This design comes from an exercise in tuning for small area on the open sky130 flow, not from production work.
Function not checked in this run: the RTL went through the layout flow alone.
No activity file was given, so power comes from the tool's default toggle rates.

==> flow/design.v <==
module axi_master_write #(
    parameter AXI_ID_WD   = 2,
    parameter AXI_DATA_WD = 32,
    parameter AXI_ADDR_WD = 32,
    parameter AXI_STRB_WD = 4
)(
    input                      M_AXI_ACLK,
    input                      M_AXI_ARESETN,    
    input                      w_cmd_valid,
    input  [AXI_ADDR_WD-1 : 0] w_cmd_addr,
    input  [AXI_ID_WD-1   : 0] w_cmd_id,
    input  [1 : 0]             w_cmd_burst,
    input  [2 : 0]             w_cmd_size,
    input  [AXI_ADDR_WD-1 : 0] w_cmd_len,
    output                     w_cmd_ready,
    output                     w_cmd_abort,
    output [AXI_ADDR_WD-1 : 0] M_AXI_AWADDR,
    output [AXI_ID_WD-1   : 0] M_AXI_AWID,
    output [1 : 0]             M_AXI_AWBURST,
    output [2 : 0]             M_AXI_AWSIZE,
    output [7 : 0]             M_AXI_AWLEN,
    output                     M_AXI_AWVALID,
    input                      M_AXI_AWREADY,
    output [AXI_DATA_WD-1 : 0] M_AXI_WDATA,
    output                     M_AXI_WLAST,
    output [AXI_STRB_WD-1 : 0] M_AXI_WSTRB,
    output                     M_AXI_WVALID,
    input                      M_AXI_WREADY,
    input  [AXI_ID_WD-1   : 0] M_AXI_BID,
    input  [1 : 0]             M_AXI_BRESP,
    input                      M_AXI_BVALID,
    output                     M_AXI_BREADY
);
localparam IW = AXI_ID_WD,
           DW = AXI_DATA_WD,
           AW = AXI_ADDR_WD,
           SW = AXI_STRB_WD;
localparam FIXED     = 2'b00,
           INCREMENT = 2'b01,
           WRAP      = 2'b10;
localparam ADDRLSB           = $clog2(DW) - 3;
localparam T_LGMAXBURST      = $clog2((4096 << 3) / DW);
localparam LGMAXBURST        = (T_LGMAXBURST < 8) ? T_LGMAXBURST : 8;
localparam LGMAX_FIXED_BURST = (T_LGMAXBURST < 4) ? T_LGMAXBURST : 4;
localparam AWT               = AW - ADDRLSB;
reg w_busy;
reg w_complete_combo;
reg pre_start;
reg start_burst_combo;
reg phantom_start;
reg [AW-1  : 0] awaddr;
reg [IW-1  : 0] awid;
reg [AWT-1 : 0] awlent;
reg [1 : 0]     awburst;
reg [2 : 0]     awsize;
reg aw_incr_burst;
reg aw_full_incr_burst;
reg aw_full_fixed_burst;
reg aw_needs_alignment;
reg            axi_awvalid;
reg [IW-1 : 0] axi_awid;
reg [AW-1 : 0] axi_awaddr;
reg [1 : 0]    axi_awburst;
reg [7 : 0]    axi_awlen;
reg [2 : 0]    axi_awsize;
reg [DW-1 : 0] axi_wdata;
reg [SW-1 : 0] axi_wstrb;
reg            axi_wlast;
reg            axi_wvalid;
reg            axi_bready;
reg [AWT-1 : 0] aw_requests_remaining;
reg [AWT-1 : 0] aw_next_remaining_combo;
reg aw_next_full_incr_burst_remaining_combo;
reg aw_none_incr_burst_remaining;
reg aw_none_incr_burst_remaining_combo;
reg aw_next_full_fixed_burst_remaining_combo;
reg aw_none_fixed_burst_remaining;
reg aw_none_fixed_burst_remaining_combo;
reg [LGMAXBURST-1 : 0] addr_align_combo;
reg [LGMAXBURST   : 0] initial_burst_len_combo;
reg [LGMAXBURST   : 0] wr_max_burst;
reg [LGMAXBURST   : 0] wr_beats_cnt;
reg axi_abort_pending;
wire w_fire     = w_cmd_valid   && w_cmd_ready;
wire awfire     = M_AXI_AWVALID && M_AXI_AWREADY;
wire wfire      = M_AXI_WVALID  && M_AXI_WREADY;
wire bfire      = M_AXI_BVALID  && M_AXI_BREADY;
wire last_wfire = M_AXI_WLAST   && wfire;
wire aw_pending = M_AXI_AWVALID && !M_AXI_AWREADY;
wire w_pending  = M_AXI_WVALID  && !M_AXI_WREADY;
always @(posedge M_AXI_ACLK) begin
    if (!M_AXI_ARESETN) begin
        w_busy <= 1'b0;
    end
    else if (w_fire) begin
        w_busy <= 1'b1;
    end
    else if (w_complete_combo) begin
        w_busy <= 1'b0;
    end
end
always @(posedge M_AXI_ACLK) begin
    if (!w_busy) begin
        pre_start <= 1'b1;
    end
    else begin
        pre_start <= 1'b0;
    end
end
always @(*) begin
    start_burst_combo = !(aw_incr_burst ? aw_none_incr_burst_remaining : aw_none_fixed_burst_remaining);
    if (!w_busy || axi_abort_pending) begin
        start_burst_combo = 1'b0;
    end
    if (axi_awvalid || pre_start) begin
        start_burst_combo = 1'b0;
    end
    if (M_AXI_WVALID && !(M_AXI_WLAST && M_AXI_WREADY)) begin
        start_burst_combo = 1'b0;
    end
end
always @(posedge M_AXI_ACLK) begin
    if (!w_busy) begin
        phantom_start <= 1'b0;
    end
    else begin
        phantom_start <= start_burst_combo;
    end
end
always @(posedge M_AXI_ACLK) begin
    if (!M_AXI_ARESETN) begin
        axi_awvalid <= 1'b0;
    end
    else if (!aw_pending) begin
        axi_awvalid <= start_burst_combo;
    end
end
always @(*) begin
    if (!w_busy) begin
        w_complete_combo = 1'b0;
    end
    else begin
        w_complete_combo = last_wfire && (aw_incr_burst ? aw_none_incr_burst_remaining : aw_none_fixed_burst_remaining);
        if (axi_abort_pending && !axi_wvalid && !axi_awvalid) begin
            w_complete_combo = 1'b1;
        end
    end
end
always @(posedge M_AXI_ACLK) begin
    if (!w_busy) begin
        axi_abort_pending <= 1'b0;
    end
    else if (bfire && M_AXI_BRESP[1]) begin
        axi_abort_pending <= 1'b1;
    end
end
always @(posedge M_AXI_ACLK) begin
    if (!M_AXI_ARESETN) begin
        awburst <= INCREMENT;
        awsize  <= 'b0;
        awlent  <= 'b0;
        awid    <= 'b0;
        awaddr  <= 'b0;
        aw_incr_burst       <= 1'b1;
        aw_full_incr_burst  <= 1'b0;
        aw_full_fixed_burst <= 1'b0; 
    end
    else if (!w_busy) begin 
        awburst <= w_cmd_burst;
        awsize  <= w_cmd_size;
        awlent  <= w_cmd_len[AW-1 : ADDRLSB];
        awid    <= w_cmd_id;
        awaddr  <= w_cmd_addr;
        aw_incr_burst       <= (w_cmd_burst == INCREMENT);
        aw_full_incr_burst  <= |w_cmd_len[AW-1 : (ADDRLSB+LGMAXBURST)];
        aw_full_fixed_burst <= |w_cmd_len[AW-1 : (ADDRLSB+LGMAX_FIXED_BURST)];
    end
end
always @(posedge M_AXI_ACLK) begin
    if (!aw_pending) begin
        axi_awburst <= awburst;
        axi_awid    <= awid;
        axi_awsize  <= awsize;
    end
end
wire [LGMAXBURST : 0] aw_align_sum = {1'b0, w_cmd_addr[(ADDRLSB+LGMAXBURST-1) : ADDRLSB]} + {1'b0, w_cmd_len[(ADDRLSB+LGMAXBURST-1) : ADDRLSB]};
always @(posedge M_AXI_ACLK) begin
    if (!w_busy) begin
        aw_needs_alignment <= 1'b0;
        if (|w_cmd_addr[(ADDRLSB+LGMAXBURST-1) : ADDRLSB]) begin
            if (|w_cmd_len[AW-1 : (LGMAXBURST+ADDRLSB)]) begin
                aw_needs_alignment <= 1'b1;
            end
            else if (aw_align_sum[LGMAXBURST]) begin
                aw_needs_alignment <= 1'b1;
            end
        end
    end
end
always @(*) begin
    addr_align_combo        = 1'b1 + (~awaddr[(ADDRLSB+LGMAXBURST-1) : ADDRLSB]);
    initial_burst_len_combo = (1 << LGMAXBURST);
    if (!aw_incr_burst) begin
        initial_burst_len_combo = (1 << LGMAX_FIXED_BURST);
        if (!aw_full_fixed_burst) begin
            initial_burst_len_combo = {1'b0, awlent[LGMAXBURST-1 : 0]};
        end
    end
    else if (aw_needs_alignment) begin
        initial_burst_len_combo = {1'b0, addr_align_combo};
    end
    else if (!aw_full_incr_burst) begin
        initial_burst_len_combo = {1'b0, awlent[LGMAXBURST-1 : 0]};
    end
end
always @(posedge M_AXI_ACLK) begin
    if (pre_start) begin
        wr_max_burst <= initial_burst_len_combo;
    end
    else if (phantom_start) begin
        if (aw_incr_burst) begin
            if (!aw_next_full_incr_burst_remaining_combo) begin
                wr_max_burst <= {1'b0, aw_next_remaining_combo[7 : 0]};
            end
            else begin
                wr_max_burst <= (1 << LGMAXBURST);
            end
        end
        else begin
            if (!aw_next_full_fixed_burst_remaining_combo) begin
                wr_max_burst <= {4'b0, aw_next_remaining_combo[3 : 0]};
            end
            else begin
                wr_max_burst <= (1 << LGMAX_FIXED_BURST);
            end
        end
    end
end
always @(posedge M_AXI_ACLK) begin
    if (!aw_pending) begin
        axi_awlen <= wr_max_burst - 1'b1;
    end
end
always @(posedge M_AXI_ACLK) begin
    if (pre_start) begin
        aw_requests_remaining         <= awlent;
        aw_none_incr_burst_remaining  <= 1'b0;
        aw_none_fixed_burst_remaining <= 1'b0;
    end
    else if (phantom_start) begin
        aw_requests_remaining         <= aw_next_remaining_combo;
        aw_none_incr_burst_remaining  <= aw_none_incr_burst_remaining_combo;
        aw_none_fixed_burst_remaining <= aw_none_fixed_burst_remaining_combo;
    end
    else if (axi_abort_pending) begin
        aw_requests_remaining         <= 'b0;
        aw_none_incr_burst_remaining  <= 1'b1;
        aw_none_fixed_burst_remaining <= 1'b1;
    end
end
always @(*) begin
    aw_next_remaining_combo                  = aw_requests_remaining - ({(LGMAXBURST+1){phantom_start}} & wr_max_burst);
    aw_next_full_incr_burst_remaining_combo  = |aw_next_remaining_combo[AWT-1 : LGMAXBURST];
    aw_next_full_fixed_burst_remaining_combo = |aw_next_remaining_combo[AWT-1 : LGMAX_FIXED_BURST];
    aw_none_incr_burst_remaining_combo       = !aw_next_full_incr_burst_remaining_combo && !(|aw_next_remaining_combo[LGMAXBURST-1 : 0]);
    aw_none_fixed_burst_remaining_combo      = !aw_next_full_fixed_burst_remaining_combo && !(|aw_next_remaining_combo[LGMAX_FIXED_BURST-1 : 0]);
end
always @(posedge M_AXI_ACLK) begin
    if (!w_busy) begin
        axi_awaddr <= w_cmd_addr;
    end
    else if (awfire) begin
        axi_awaddr[ADDRLSB-1 : 0] <= 'b0;
        if (aw_incr_burst) begin
            axi_awaddr[AW-1 : ADDRLSB] <=axi_awaddr[AW-1 : ADDRLSB] + axi_awlen + 1'b1;
        end
    end
end
always @(posedge M_AXI_ACLK) begin
    if (!M_AXI_ARESETN) begin
        axi_wvalid <= 1'b0;
    end
    else if (!w_pending) begin
        if (last_wfire) begin
            axi_wvalid <= 1'b0;
        end
        if (start_burst_combo) begin
            axi_wvalid <= 1'b1;
        end
    end
end
always @(posedge M_AXI_ACLK) begin
    if (!M_AXI_ARESETN) begin
        wr_beats_cnt  <= 'b0;
    end
    else begin
        case ({phantom_start,  wfire})
            2'b00: begin end
            2'b01: begin
                wr_beats_cnt  <= wr_beats_cnt - 1'b1;
            end
            2'b10: begin
                wr_beats_cnt  <= wr_beats_cnt + wr_max_burst;
            end
            2'b11: begin
                wr_beats_cnt  <= wr_beats_cnt + M_AXI_AWLEN;
            end
        endcase
    end
end
always @(posedge M_AXI_ACLK) begin
    if (!M_AXI_ARESETN) begin
        axi_wdata <= 'b0;
    end
    else if (wfire) begin
        axi_wdata <= axi_wdata + 1'b1;
        if (M_AXI_WLAST) begin
            axi_wdata <= 'b0;
        end
    end
end
always @(posedge M_AXI_ACLK) begin
    if (!w_busy) begin
        axi_wlast <= (awlent == 'b1);
    end
    else if (!w_pending) begin
        if (start_burst_combo) begin
            axi_wlast <= (wr_max_burst == 'b1);
        end
        else if (phantom_start) begin
            axi_wlast <= (M_AXI_AWLEN == 'b1);
        end
        else begin
            axi_wlast <= (wr_beats_cnt == 2);
        end
    end
end
always @(posedge M_AXI_ACLK) begin
    if (!w_pending) begin
        axi_wstrb <= axi_abort_pending ? 'b0 : {SW{1'b1}};
    end
end 
always @(posedge M_AXI_ACLK) begin
    if (!M_AXI_ARESETN) begin
        axi_bready <= 1'b0;
    end 
    else if (last_wfire) begin
        axi_bready <= 1'b1;
    end
    else if (bfire) begin
        axi_bready <= 1'b0;
    end
end
assign w_cmd_ready   = !w_busy && !axi_abort_pending;
assign w_cmd_abort   = axi_abort_pending;
assign M_AXI_AWVALID = axi_awvalid;
assign M_AXI_AWADDR  = axi_awaddr;
assign M_AXI_AWID    = axi_awid;
assign M_AXI_AWBURST = axi_awburst;
assign M_AXI_AWSIZE  = axi_awsize;
assign M_AXI_AWLEN   = axi_awlen;
assign M_AXI_WVALID  = axi_wvalid;
assign M_AXI_WDATA   = axi_wdata;
assign M_AXI_WSTRB   = axi_wstrb;
assign M_AXI_WLAST   = axi_wlast;
assign M_AXI_BREADY  = axi_bready;
endmodule
module axi_master_read #(
    parameter AXI_ID_WD   = 2,
    parameter AXI_DATA_WD = 32,
    parameter AXI_ADDR_WD = 32,
    parameter AXI_STRB_WD = 4
)(
    input                      M_AXI_ACLK,
    input                      M_AXI_ARESETN,    
    input                      r_cmd_valid,
    input  [AXI_ADDR_WD-1 : 0] r_cmd_addr,
    input  [AXI_ID_WD-1   : 0] r_cmd_id,
    input  [1 : 0]             r_cmd_burst,
    input  [2 : 0]             r_cmd_size,
    input  [AXI_ADDR_WD-1 : 0] r_cmd_len,
    output                     r_cmd_ready,
    output                     r_cmd_abort,
    output [AXI_ADDR_WD-1 : 0] M_AXI_ARADDR,
    output [AXI_ID_WD-1   : 0] M_AXI_ARID,
    output [1 : 0]             M_AXI_ARBURST,
    output [2 : 0]             M_AXI_ARSIZE,
    output [7 : 0]             M_AXI_ARLEN,
    output                     M_AXI_ARVALID,
    input                      M_AXI_ARREADY,
    input  [AXI_DATA_WD-1 : 0] M_AXI_RDATA,
    input                      M_AXI_RLAST,
    input  [AXI_ID_WD-1   : 0] M_AXI_RID,
    input  [1 : 0]             M_AXI_RRESP,
    input                      M_AXI_RVALID,
    output                     M_AXI_RREADY
);
localparam IW = AXI_ID_WD,
           DW = AXI_DATA_WD,
           AW = AXI_ADDR_WD,
           SW = AXI_STRB_WD;
localparam FIXED     = 2'b00,
           INCREMENT = 2'b01,
           WRAP      = 2'b10;
localparam ADDRLSB           = $clog2(DW) - 3;
localparam T_LGMAXBURST      = $clog2((4096 << 3) / DW);
localparam LGMAXBURST        = (T_LGMAXBURST < 8) ? T_LGMAXBURST : 8;
localparam LGMAX_FIXED_BURST = (T_LGMAXBURST < 4) ? T_LGMAXBURST : 4;
localparam AWT               = AW - ADDRLSB;
reg r_busy;
reg r_complete_combo;
reg pre_start;
reg start_burst_combo;
reg phantom_start;
reg [AW-1  : 0] araddr;
reg [IW-1  : 0] arid;
reg [AWT-1 : 0] arlent;
reg [1 : 0]     arburst;
reg [2 : 0]     arsize;
reg ar_incr_burst;
reg ar_full_incr_burst;
reg ar_full_fixed_burst;
reg ar_needs_alignment;
reg            axi_arvalid;
reg [IW-1 : 0] axi_arid;
reg [AW-1 : 0] axi_araddr;
reg [1 : 0]    axi_arburst;
reg [7 : 0]    axi_arlen;
reg [2 : 0]    axi_arsize;
reg            axi_rready;
reg [AWT-1 : 0] ar_requests_remaining;
reg [AWT-1 : 0] ar_next_remaining_combo;
reg ar_next_full_incr_burst_remaining_combo;
reg ar_none_incr_burst_remaining;
reg ar_none_incr_burst_remaining_combo;
reg ar_next_full_fixed_burst_remaining_combo;
reg ar_none_fixed_burst_remaining;
reg ar_none_fixed_burst_remaining_combo;
reg [LGMAXBURST-1 : 0] addr_align_combo;
reg [LGMAXBURST   : 0] initial_burst_len_combo;
reg [LGMAXBURST   : 0] rd_max_burst;
reg [9 : 0] ar_burst_outstanding;
reg         ar_last_outstanding;
reg axi_abort_pending;
wire r_fire     = r_cmd_valid   && r_cmd_ready;
wire arfire     = M_AXI_ARVALID && M_AXI_ARREADY;
wire rfire      = M_AXI_RVALID  && M_AXI_RREADY;
wire last_rfire = M_AXI_RLAST   && rfire;
wire ar_pending = M_AXI_ARVALID && !M_AXI_ARREADY;
always @(posedge M_AXI_ACLK) begin
    if (!M_AXI_ARESETN) begin
        r_busy <= 1'b0;
    end
    else if (r_fire) begin
        r_busy <= 1'b1;
    end
    else if (r_complete_combo) begin
        r_busy <= 1'b0;
    end
end
always @(posedge M_AXI_ACLK) begin
    if (!r_busy) begin
        pre_start <= 1'b1;
    end
    else begin
        pre_start <= 1'b0;
    end
end
always @(*) begin
    start_burst_combo = !(ar_incr_burst ? ar_none_incr_burst_remaining : ar_none_fixed_burst_remaining);
    if (!r_busy || axi_abort_pending) begin
        start_burst_combo = 1'b0;
    end
    if (axi_arvalid || pre_start) begin
        start_burst_combo = 1'b0;
    end
end
always @(posedge M_AXI_ACLK) begin
    if (!r_busy) begin
        phantom_start <= 1'b0;
    end
    else begin
        phantom_start <= start_burst_combo;
    end
end
always @(posedge M_AXI_ACLK) begin
    if (!M_AXI_ARESETN) begin
        axi_arvalid <= 1'b0;
    end
    else if (!ar_pending) begin
        axi_arvalid <= start_burst_combo;
    end
end
always @(*) begin
    if (!r_busy) begin
        r_complete_combo = 1'b0;
    end
    else begin
        r_complete_combo = !pre_start && !phantom_start
                        && (ar_incr_burst ? ar_none_incr_burst_remaining : ar_none_fixed_burst_remaining)
                        && ((ar_burst_outstanding == 'b0) || (last_rfire && ar_last_outstanding));
    end
end
always @(posedge M_AXI_ACLK) begin
    if (!M_AXI_ARESETN) begin
        ar_burst_outstanding <= 'b0;
        ar_last_outstanding  <= 1'b0;
    end
    else begin
        if (phantom_start && !last_rfire) begin
            ar_burst_outstanding <= ar_burst_outstanding + 1'b1;
            ar_last_outstanding  <= (ar_burst_outstanding == 1'b0);
        end
        if (last_rfire && !phantom_start) begin
            ar_burst_outstanding <= ar_burst_outstanding - 1'b1;
            ar_last_outstanding  <= (ar_burst_outstanding == 'd2);
        end
    end
end
always @(posedge M_AXI_ACLK) begin
    if (!r_busy) begin
        axi_abort_pending <= 1'b0;
    end
    else if (rfire && M_AXI_RRESP[1]) begin
        axi_abort_pending <= 1'b1;
    end
end
always @(posedge M_AXI_ACLK) begin
    if (!M_AXI_ARESETN) begin
        arburst <= INCREMENT;
        arsize  <= 'b0;
        arlent  <= 'b0;
        arid    <= 'b0;
        araddr  <= 'b0;
        ar_incr_burst       <= 1'b1;
        ar_full_incr_burst  <= 1'b0;
        ar_full_fixed_burst <= 1'b0; 
    end
    else if (!r_busy) begin 
        arburst <= r_cmd_burst;
        arsize  <= r_cmd_size;
        arlent  <= r_cmd_len[AW-1 : ADDRLSB];
        arid    <= r_cmd_id;
        araddr  <= r_cmd_addr;
        ar_incr_burst       <= (r_cmd_burst == INCREMENT);
        ar_full_incr_burst  <= |r_cmd_len[AW-1 : (ADDRLSB+LGMAXBURST)];
        ar_full_fixed_burst <= |r_cmd_len[AW-1 : (ADDRLSB+LGMAX_FIXED_BURST)];
    end
end
always @(posedge M_AXI_ACLK) begin
    if (!ar_pending) begin
        axi_arburst <= arburst;
        axi_arid    <= arid;
        axi_arsize  <= arsize;
    end
end
wire [LGMAXBURST : 0] ar_align_sum = {1'b0, r_cmd_addr[(ADDRLSB+LGMAXBURST-1) : ADDRLSB]} + {1'b0, r_cmd_len[(ADDRLSB+LGMAXBURST-1) : ADDRLSB]};
always @(posedge M_AXI_ACLK) begin
    if (!r_busy) begin
        ar_needs_alignment <= 1'b0;
        if (|r_cmd_addr[(ADDRLSB+LGMAXBURST-1) : ADDRLSB]) begin
            if (|r_cmd_len[AW-1 : (LGMAXBURST+ADDRLSB)]) begin
                ar_needs_alignment <= 1'b1;
            end
            else if (ar_align_sum[LGMAXBURST]) begin
                ar_needs_alignment <= 1'b1;
            end
        end
    end
end
always @(*) begin
    addr_align_combo        = 1'b1 + (~araddr[(ADDRLSB+LGMAXBURST-1) : ADDRLSB]);
    initial_burst_len_combo = (1 << LGMAXBURST);
    if (!ar_incr_burst) begin
        initial_burst_len_combo = (1 << LGMAX_FIXED_BURST);
        if (!ar_full_fixed_burst) begin
            initial_burst_len_combo = {1'b0, arlent[LGMAXBURST-1 : 0]};
        end
    end
    else if (ar_needs_alignment) begin
        initial_burst_len_combo = {1'b0, addr_align_combo};
    end
    else if (!ar_full_incr_burst) begin
        initial_burst_len_combo = {1'b0, arlent[LGMAXBURST-1 : 0]};
    end
end
always @(posedge M_AXI_ACLK) begin
    if (pre_start) begin
        rd_max_burst <= initial_burst_len_combo;
    end
    else if (phantom_start) begin
        if (ar_incr_burst) begin
            if (!ar_next_full_incr_burst_remaining_combo) begin
                rd_max_burst <= {1'b0, ar_next_remaining_combo[7 : 0]};
            end
            else begin
                rd_max_burst <= (1 << LGMAXBURST);
            end
        end
        else begin
            if (!ar_next_full_fixed_burst_remaining_combo) begin
                rd_max_burst <= {4'b0, ar_next_remaining_combo[3 : 0]};
            end
            else begin
                rd_max_burst <= (1 << LGMAX_FIXED_BURST);
            end
        end
    end
end
always @(posedge M_AXI_ACLK) begin
    if (!ar_pending) begin
        axi_arlen <= rd_max_burst - 1'b1;
    end
end
always @(posedge M_AXI_ACLK) begin
    if (pre_start) begin
        ar_requests_remaining         <= arlent;
        ar_none_incr_burst_remaining  <= 1'b0;
        ar_none_fixed_burst_remaining <= 1'b0;
    end
    else if (phantom_start) begin
        ar_requests_remaining         <= ar_next_remaining_combo;
        ar_none_incr_burst_remaining  <= ar_none_incr_burst_remaining_combo;
        ar_none_fixed_burst_remaining <= ar_none_fixed_burst_remaining_combo;
    end
    else if (axi_abort_pending) begin
        ar_requests_remaining         <= 'b0;
        ar_none_incr_burst_remaining  <= 1'b1;
        ar_none_fixed_burst_remaining <= 1'b1;
    end
end
always @(*) begin
    ar_next_remaining_combo                  = ar_requests_remaining - ({(LGMAXBURST+1){phantom_start}} & rd_max_burst);
    ar_next_full_incr_burst_remaining_combo  = |ar_next_remaining_combo[AWT-1 : LGMAXBURST];
    ar_next_full_fixed_burst_remaining_combo = |ar_next_remaining_combo[AWT-1 : LGMAX_FIXED_BURST];
    ar_none_incr_burst_remaining_combo       = !ar_next_full_incr_burst_remaining_combo && !(|ar_next_remaining_combo[LGMAXBURST-1 : 0]);
    ar_none_fixed_burst_remaining_combo      = !ar_next_full_fixed_burst_remaining_combo && !(|ar_next_remaining_combo[LGMAX_FIXED_BURST-1 : 0]);
end
always @(posedge M_AXI_ACLK) begin
    if (!r_busy) begin
        axi_araddr <= r_cmd_addr;
    end
    else if (arfire) begin
        axi_araddr[ADDRLSB-1 : 0] <= 'b0;
        if (ar_incr_burst) begin
            axi_araddr[AW-1 : ADDRLSB] <=axi_araddr[AW-1 : ADDRLSB] + axi_arlen + 1'b1;
        end
    end
end
always @(posedge M_AXI_ACLK) begin
    if (!M_AXI_ARESETN) begin
        axi_rready <= 1'b0;
    end 
    else if (arfire) begin
        axi_rready <= 1'b1;
    end
    else if (r_complete_combo) begin
        axi_rready <= 1'b0;
    end
end
assign r_cmd_ready   = !r_busy && !axi_abort_pending;
assign r_cmd_abort   = axi_abort_pending;
assign M_AXI_ARVALID = axi_arvalid;
assign M_AXI_ARADDR  = axi_araddr;
assign M_AXI_ARID    = axi_arid;
assign M_AXI_ARBURST = axi_arburst;
assign M_AXI_ARSIZE  = axi_arsize;
assign M_AXI_ARLEN   = axi_arlen;
assign M_AXI_RREADY  = axi_rready;
endmodule
module DMAC #(
    parameter AXI_ID_WD   = 2,
    parameter AXI_DATA_WD = 32,
    parameter AXI_ADDR_WD = 32,
    parameter AXI_STRB_WD = 4
)(
    input                      AXI_ACLK,
    input                      AXI_ARESETN,    
    input                      cmd_valid,
    input  [AXI_ADDR_WD-1 : 0] cmd_addr,
    input  [AXI_ID_WD-1   : 0] cmd_id,
    input  [1 : 0]             cmd_burst,
    input  [2 : 0]             cmd_size,
    input  [AXI_ADDR_WD-1 : 0] cmd_len,
    output                     cmd_ready,
    output                     cmd_abort,
    output [AXI_ADDR_WD-1 : 0] AXI_AWADDR,
    output [AXI_ID_WD-1   : 0] AXI_AWID,
    output [1 : 0]             AXI_AWBURST,
    output [2 : 0]             AXI_AWSIZE,
    output [7 : 0]             AXI_AWLEN,
    output                     AXI_AWVALID,
    input                      AXI_AWREADY,
    output [AXI_DATA_WD-1 : 0] AXI_WDATA,
    output [AXI_STRB_WD-1 : 0] AXI_WSTRB,
    output                     AXI_WLAST,
    output                     AXI_WVALID,
    input                      AXI_WREADY,
    input  [AXI_ID_WD-1   : 0] AXI_BID,
    input  [1 : 0]             AXI_BRESP,
    input                      AXI_BVALID,
    output                     AXI_BREADY,
    output [AXI_ADDR_WD-1 : 0] AXI_ARADDR,
    output [AXI_ID_WD-1   : 0] AXI_ARID,
    output [1 : 0]             AXI_ARBURST,
    output [2 : 0]             AXI_ARSIZE,
    output [7 : 0]             AXI_ARLEN,
    output                     AXI_ARVALID,
    input                      AXI_ARREADY,
    input  [AXI_DATA_WD-1 : 0] AXI_RDATA,
    input                      AXI_RLAST,
    input  [AXI_ID_WD-1   : 0] AXI_RID,
    input  [1 : 0]             AXI_RRESP,
    input                      AXI_RVALID,
    output                     AXI_RREADY
);
wire w_cmd_ready, r_cmd_ready;
wire w_cmd_abort, r_cmd_abort;
assign cmd_ready = w_cmd_ready && r_cmd_ready;
assign cmd_abort = w_cmd_abort || r_cmd_abort;
wire cmd_valid_both = cmd_valid && cmd_ready;
axi_master_write #(
    .AXI_ID_WD(AXI_ID_WD),
    .AXI_DATA_WD(AXI_DATA_WD),
    .AXI_ADDR_WD(AXI_ADDR_WD),
    .AXI_STRB_WD(AXI_STRB_WD)
) axi_master_write(
    .M_AXI_ACLK(AXI_ACLK),
    .M_AXI_ARESETN(AXI_ARESETN),    
    .w_cmd_valid(cmd_valid_both),
    .w_cmd_addr(cmd_addr),
    .w_cmd_id(cmd_id),
    .w_cmd_burst(cmd_burst),
    .w_cmd_size(cmd_size),
    .w_cmd_len(cmd_len),
    .w_cmd_ready(w_cmd_ready),
    .w_cmd_abort(w_cmd_abort),
    .M_AXI_AWADDR(AXI_AWADDR),
    .M_AXI_AWID(AXI_AWID),
    .M_AXI_AWBURST(AXI_AWBURST),
    .M_AXI_AWSIZE(AXI_AWSIZE),
    .M_AXI_AWLEN(AXI_AWLEN),
    .M_AXI_AWVALID(AXI_AWVALID),
    .M_AXI_AWREADY(AXI_AWREADY),
    .M_AXI_WDATA(AXI_WDATA),
    .M_AXI_WLAST(AXI_WLAST),
    .M_AXI_WSTRB(AXI_WSTRB),
    .M_AXI_WVALID(AXI_WVALID),
    .M_AXI_WREADY(AXI_WREADY),
    .M_AXI_BID(AXI_BID),
    .M_AXI_BRESP(AXI_BRESP),
    .M_AXI_BVALID(AXI_BVALID),
    .M_AXI_BREADY(AXI_BREADY)
);
axi_master_read #(
    .AXI_ID_WD(AXI_ID_WD),
    .AXI_DATA_WD(AXI_DATA_WD),
    .AXI_ADDR_WD(AXI_ADDR_WD),
    .AXI_STRB_WD(AXI_STRB_WD)
) axi_master_read(
    .M_AXI_ACLK(AXI_ACLK),
    .M_AXI_ARESETN(AXI_ARESETN),    
    .r_cmd_valid(cmd_valid_both),
    .r_cmd_addr(cmd_addr),
    .r_cmd_id(cmd_id),
    .r_cmd_burst(cmd_burst),
    .r_cmd_size(cmd_size),
    .r_cmd_len(cmd_len),
    .r_cmd_ready(r_cmd_ready),
    .r_cmd_abort(r_cmd_abort),
    .M_AXI_ARADDR(AXI_ARADDR),
    .M_AXI_ARID(AXI_ARID),
    .M_AXI_ARBURST(AXI_ARBURST),
    .M_AXI_ARSIZE(AXI_ARSIZE),
    .M_AXI_ARLEN(AXI_ARLEN),
    .M_AXI_ARVALID(AXI_ARVALID),
    .M_AXI_ARREADY(AXI_ARREADY),
    .M_AXI_RDATA(AXI_RDATA),
    .M_AXI_RLAST(AXI_RLAST),
    .M_AXI_RVALID(AXI_RVALID),
    .M_AXI_RREADY(AXI_RREADY),
    .M_AXI_RID(AXI_RID),
    .M_AXI_RRESP(AXI_RRESP)
);
endmodule
==> flow/run.sh <==
#!/bin/bash
# synth_recipe.tcl (not shown) runs the flow's synth.tcl, then flattens the netlist and writes it again
# the make line also repeats each setting of config.mk as NAME=value (left out here)
make -C /OpenROAD-flow-scripts/flow DESIGN_CONFIG=/design/flow/config.mk WORK_HOME=/design/flow/orfs CLKGATE_MAP_FILE= SYNTH_SCRIPT=/design/flow/synth_recipe.tcl finish
==> flow/config.mk <==
export PLATFORM = sky130hd
export DESIGN_NAME = DMAC
export DESIGN_NICKNAME = DMAC
export VERILOG_FILES = /design/flow/design.v
export SDC_FILE = /design/flow/constraint.sdc
export NUM_CORES = 4
export LEC_CHECK = 0
export CAP_MARGIN = 20
export CORE_MARGIN = 2
export CORE_UTILIZATION = 40
export SLEW_MARGIN = 20
==> flow/constraint.sdc <==
create_clock -name core_clock -period 6.5 [get_ports {AXI_ACLK}]
set_input_delay 1.3000 -clock core_clock [delete_from_list [all_inputs] [get_ports {AXI_ACLK}]]
set_output_delay 1.3000 -clock core_clock [all_outputs]
set_load 0.01 [all_outputs]
==> summary.txt <==
Startpoint Class input port; register area share after synthesis 0.473; critical-path cell list clkdlybuf4s50_1 -> and2_1 -> o211ai_1 -> ha_1 -> fa_1 -> a21o_1 -> a21oi_1 -> nor2b_1 -> o21a_1 -> o41ai_1 -> a211oi_1 -> a311oi_1 -> xnor2_1 -> and2_1; Avg Inst Size Synth 9.74 um2; Critical Path Source AXI_WREADY; met2 WL post-DR 23700 um; RSZ-0062 raised after global routing false; CTS root buf clkbuf_16; P per Cell Area 311 nW/um2; vias in the first global route 14053; CTS tree done; Setup CP Type input port to flop; Worst Path Max Fanout 22; DR top layer met5; vias per cell 5.41; cts hold-fix bufs 0; post-synthesis mux area share 0.0505; Fillers 4245; Worst-Skew Late Latency 560 ps; Met1 Wirelength 23000 um; Final setup viols 0; Reg clk slew, reported paths 60 ps; Hold Path Class flop to flop; total gr overflow 0; ys flop type edfxtp_1; drt first pass iters 7; Post-CTS Resized 0; Post-DP HPWL 37100 um; Crit. End Element flop; input/output buffers 217; pre-CTS setup slack 1310 ps; Setup WS post-layout 1880 ps; largest net degree at the start of global routing 81; min-delay src axi_master_write.awsize[0]$_SDFFE_PN0N_; die span in x 217 um; slew margin rel. 0.193; fin crit share 0.711; Post-CTS Setup Inserts 0; Cells after Synth 1865; initial core utilization 0.403; status finished clean; Setup Skew 29.1 ps; post-synthesis compound-gate area fraction 0.121; flops & latches, synth 341; RR Startpoint axi_master_write.phantom_start$_SDFF_PN0_; minimum clock period 4620 ps; area occupied by registers 8600 um2; Core Area 45100 um2; initial antenna violation count 4; initial DRC count 1283; die height 217 um; drt drc 0; first-pass GRT wire length 80000 um; Synth Area in Adders 0.0507; post-DR wirelength/cell 19.2 um; Cell variety after synth 71; share of layout cells above drive strength 1 0.0461; WP data arrival 5070 ps; XOR/XNOR Fraction of Synth Area 0.0805; Finished Cell Area 22100 um2; Post-synth EDFFs 176; Placed Area 20900 um2; Clock Sinks 341; synth-to-layout area growth 21.9%; Post-synth ARST share 0; simple logic cell fraction of the synthesized area 0.196; Mapped Nets 2055; Clock Path Buffers 3; WP data required 6950 ps; H-tree depth 2; Post-DRT Antenna Nets 0; Leak Pwr 8.24 nW; row count 78; Total Wirelength 51500 um; GPL Wtd Cong 0.870; Met3 Wirelength 3110 um; Total Routing Usage GR 0.216; Ys Warns 2; Slew Limit Fails 0; most used cell, CP and2_1; Post-Syn Area 18200 um2; max-cap violation count 0; vias 14526; hold_ws 432 ps; Worst path slowest cell and2_1; area of the multi-input gates 9060 um2; VDD IR max 0.000169 V; Slew @ Worst Pin 1200 ps; Fin. Hold Viols 0; largest family of logic cells by synthesized area simple AND/OR/NAND/NOR gates; IO Count 258; fin nets 2246; final core occ 0.491; cts bufs inserted 39; Die Area 47100 um2; Setup TNS 0 ps; slowest stage delay, CP 610 ps; fmax 216 MHz
[metrics by stage]
stage / instances / power (mW)
after floorplan: 1865 / 3.99
after global placement: 2615 / 4.67
after detailed placement: 2615 / 4.70
after CTS: 2684 / 6.93
after global routing: 2684 / 7.24
final: 2685 / 6.88
[state kept, by name (all words and copies together), names as in the netlist, 3 cells and up]
signal,cells
axi_master_read.arlent,30
axi_master_read.ar_requests_remaining,30
axi_master_write.axi_awlen,8
axi_master_read.ar_burst_outstanding,10
axi_master_read.axi_arlen,8
axi_master_write.wr_beats_cnt,9
axi_master_write.awaddr,8
axi_master_write.axi_awsize,3
axi_master_read.axi_arsize,3
axi_master_write.awsize,3
axi_master_read.arsize,3
axi_master_read.araddr,8
axi_master_write.axi_wdata,32
axi_master_read.axi_araddr,32
axi_master_write.wr_max_burst,9
axi_master_write.aw_requests_remaining,30
axi_master_write.axi_awaddr,32
axi_master_read.rd_max_burst,9
axi_master_write.awlent,30
[cells in the mapped netlist, types with 5 or more instances]
cell type / number / area (um2)
fa_1: 6 / 120
buf_1: 12 / 45.0
o31ai_1: 7 / 52.6
xnor2_1: 84 / 736
a21oi_1: 91 / 455
and2_1: 25 / 156
nor2_1: 142 / 533
o22ai_1: 12 / 75.1
clkbuf_1: 60 / 225
nand3b_1: 5 / 37.5
edfxtp_1: 176 / 5290
nand2_1: 207 / 777
xor2_1: 83 / 727
nor2b_1: 100 / 626
or2_2: 6 / 37.5
a21boi_0: 30 / 225
ha_1: 64 / 801
a22o_1: 8 / 70.1
o21bai_1: 5 / 37.5
inv_1: 61 / 229
or3_1: 9 / 56.3
or4_1: 6 / 45.0
nor4_1: 33 / 206
a21o_1: 14 / 105
dfxtp_1: 165 / 3300
nand3_1: 51 / 255
a22oi_1: 13 / 97.6
o211ai_1: 13 / 97.6
nand2b_1: 23 / 144
nand4_1: 21 / 131
o21a_1: 8 / 60.1
a211oi_1: 7 / 52.6
and4_1: 9 / 78.8
mux2i_1: 86 / 861
mux2_2: 5 / 56.3
nor3_1: 38 / 190
o21ai_0: 102 / 510
and3_1: 19 / 119
[worst max-delay path: cells and delay by family]
family          cells  cell delay (ps)
compound gates      7             1620
buf+inv             1              530
xor+xnor            1               90
simple gates        3              840
fa+ha+maj           2              690
[final cells by class]
cell class / count / area share
antenna: 1 / 0.000113
tap: 600 / 0.0339
multi-input combinational: 1388 / 0.409
timing repair buffer: 225 / 0.101
clock buffer: 59 / 0.0536
sequential: 341 / 0.388
inverter: 61 / 0.0103
clock inverter: 10 / 0.00356
[layout by cell type, fill, tap and decap left out, types with 7 or more instances in the layout]
cell type and n:
a211oi_1 7, a21boi_0 30, a21o_1 14, a21oi_1 91, a22o_1 8, a22oi_1 13
and2_1 25, and3_1 19, and4_1 9, buf_4 9, clkbuf_1 11, clkbuf_16 43
clkdlybuf4s50_1 216, clkinv_2 7, dfxtp_1 163, edfxtp_1 176, ha_1 64, inv_1 61
mux2i_1 86, nand2_1 206, nand2b_1 23, nand3_1 50, nand4_1 21, nor2_1 142
nor2b_1 100, nor3_1 38, nor4_1 33, o211ai_1 13, o21a_1 8, o21ai_0 101
o22ai_1 12, o31ai_1 7, or3_1 9, xnor2_1 84, xor2_1 83
[routing by layer]
layer  global-route usage  vias up
met2                0.352      443
met3               0.0449       91
li1                     -     7025
met5                    0        -
met4               0.0701        6
met1                0.287     6961
[where the power goes]
group          total (mW)  switching (mW)  internal (mW)  leakage (nW)
registers            2.89           0.294           2.60          3.22
logic                1.78           0.959          0.818          4.39
clock network        2.21           0.912           1.30         0.625
[final timing paths]
| kind | cells past startpoint | slack (ps) | endpoint |
|---|---|---|---|
| max | 14 | 1880 | axi_master_write.wr_beats_cnt[8]$_SDFFE_PN0P_ |
| min | 0 | 430 | axi_master_write.axi_awsize[0]$_DFFE_PN_ |
| max reg2reg | 13 | 1910 | axi_master_write.wr_max_burst[0]$_DFFE_PP_ |
| min reg2reg | 0 | 430 | axi_master_write.axi_awsize[0]$_DFFE_PN_ |
[kinds of logic after synthesis]
| group | after synthesis |
|---|---|
| AO/OA/AOI/OAI | 349 |
| AND/OR/NAND/NOR | 711 |
| XOR/XNOR | 167 |
| buffers and inverters | 136 |
| multiplexers | 91 |
| flip-flops | 341 |
| adder cells (fa/ha/maj) | 70 |

==> afterwards: timing with drivers on the ports <==
No port has a modelled driver above. Below, the same layout with a new extraction and two added sets of constraints. Step 1: set_driving_cell puts a clkbuf_16 on AXI_ACLK and a buf_2 on each other input, an assumption about the parent block. Step 2 moves the port delays by t, midway between the first and last clock arrival at a register: inputs arrive t later, outputs are due t later. That takes back most of the time a late clock gives input paths. a / b / c = no drivers / after step 1 / after step 2; a / b = the first two.
t (ns): 0.600
slack for setup (ns): 1.879 / 1.869 / 1.269
worst setup path at the end: input to register
clock arrival spread, ns: 0.030 / 0.030
After both steps setup and hold are still met in this run. The setup slack of this run moves by -0.010 ns with the drivers and by -0.610 ns with both steps.
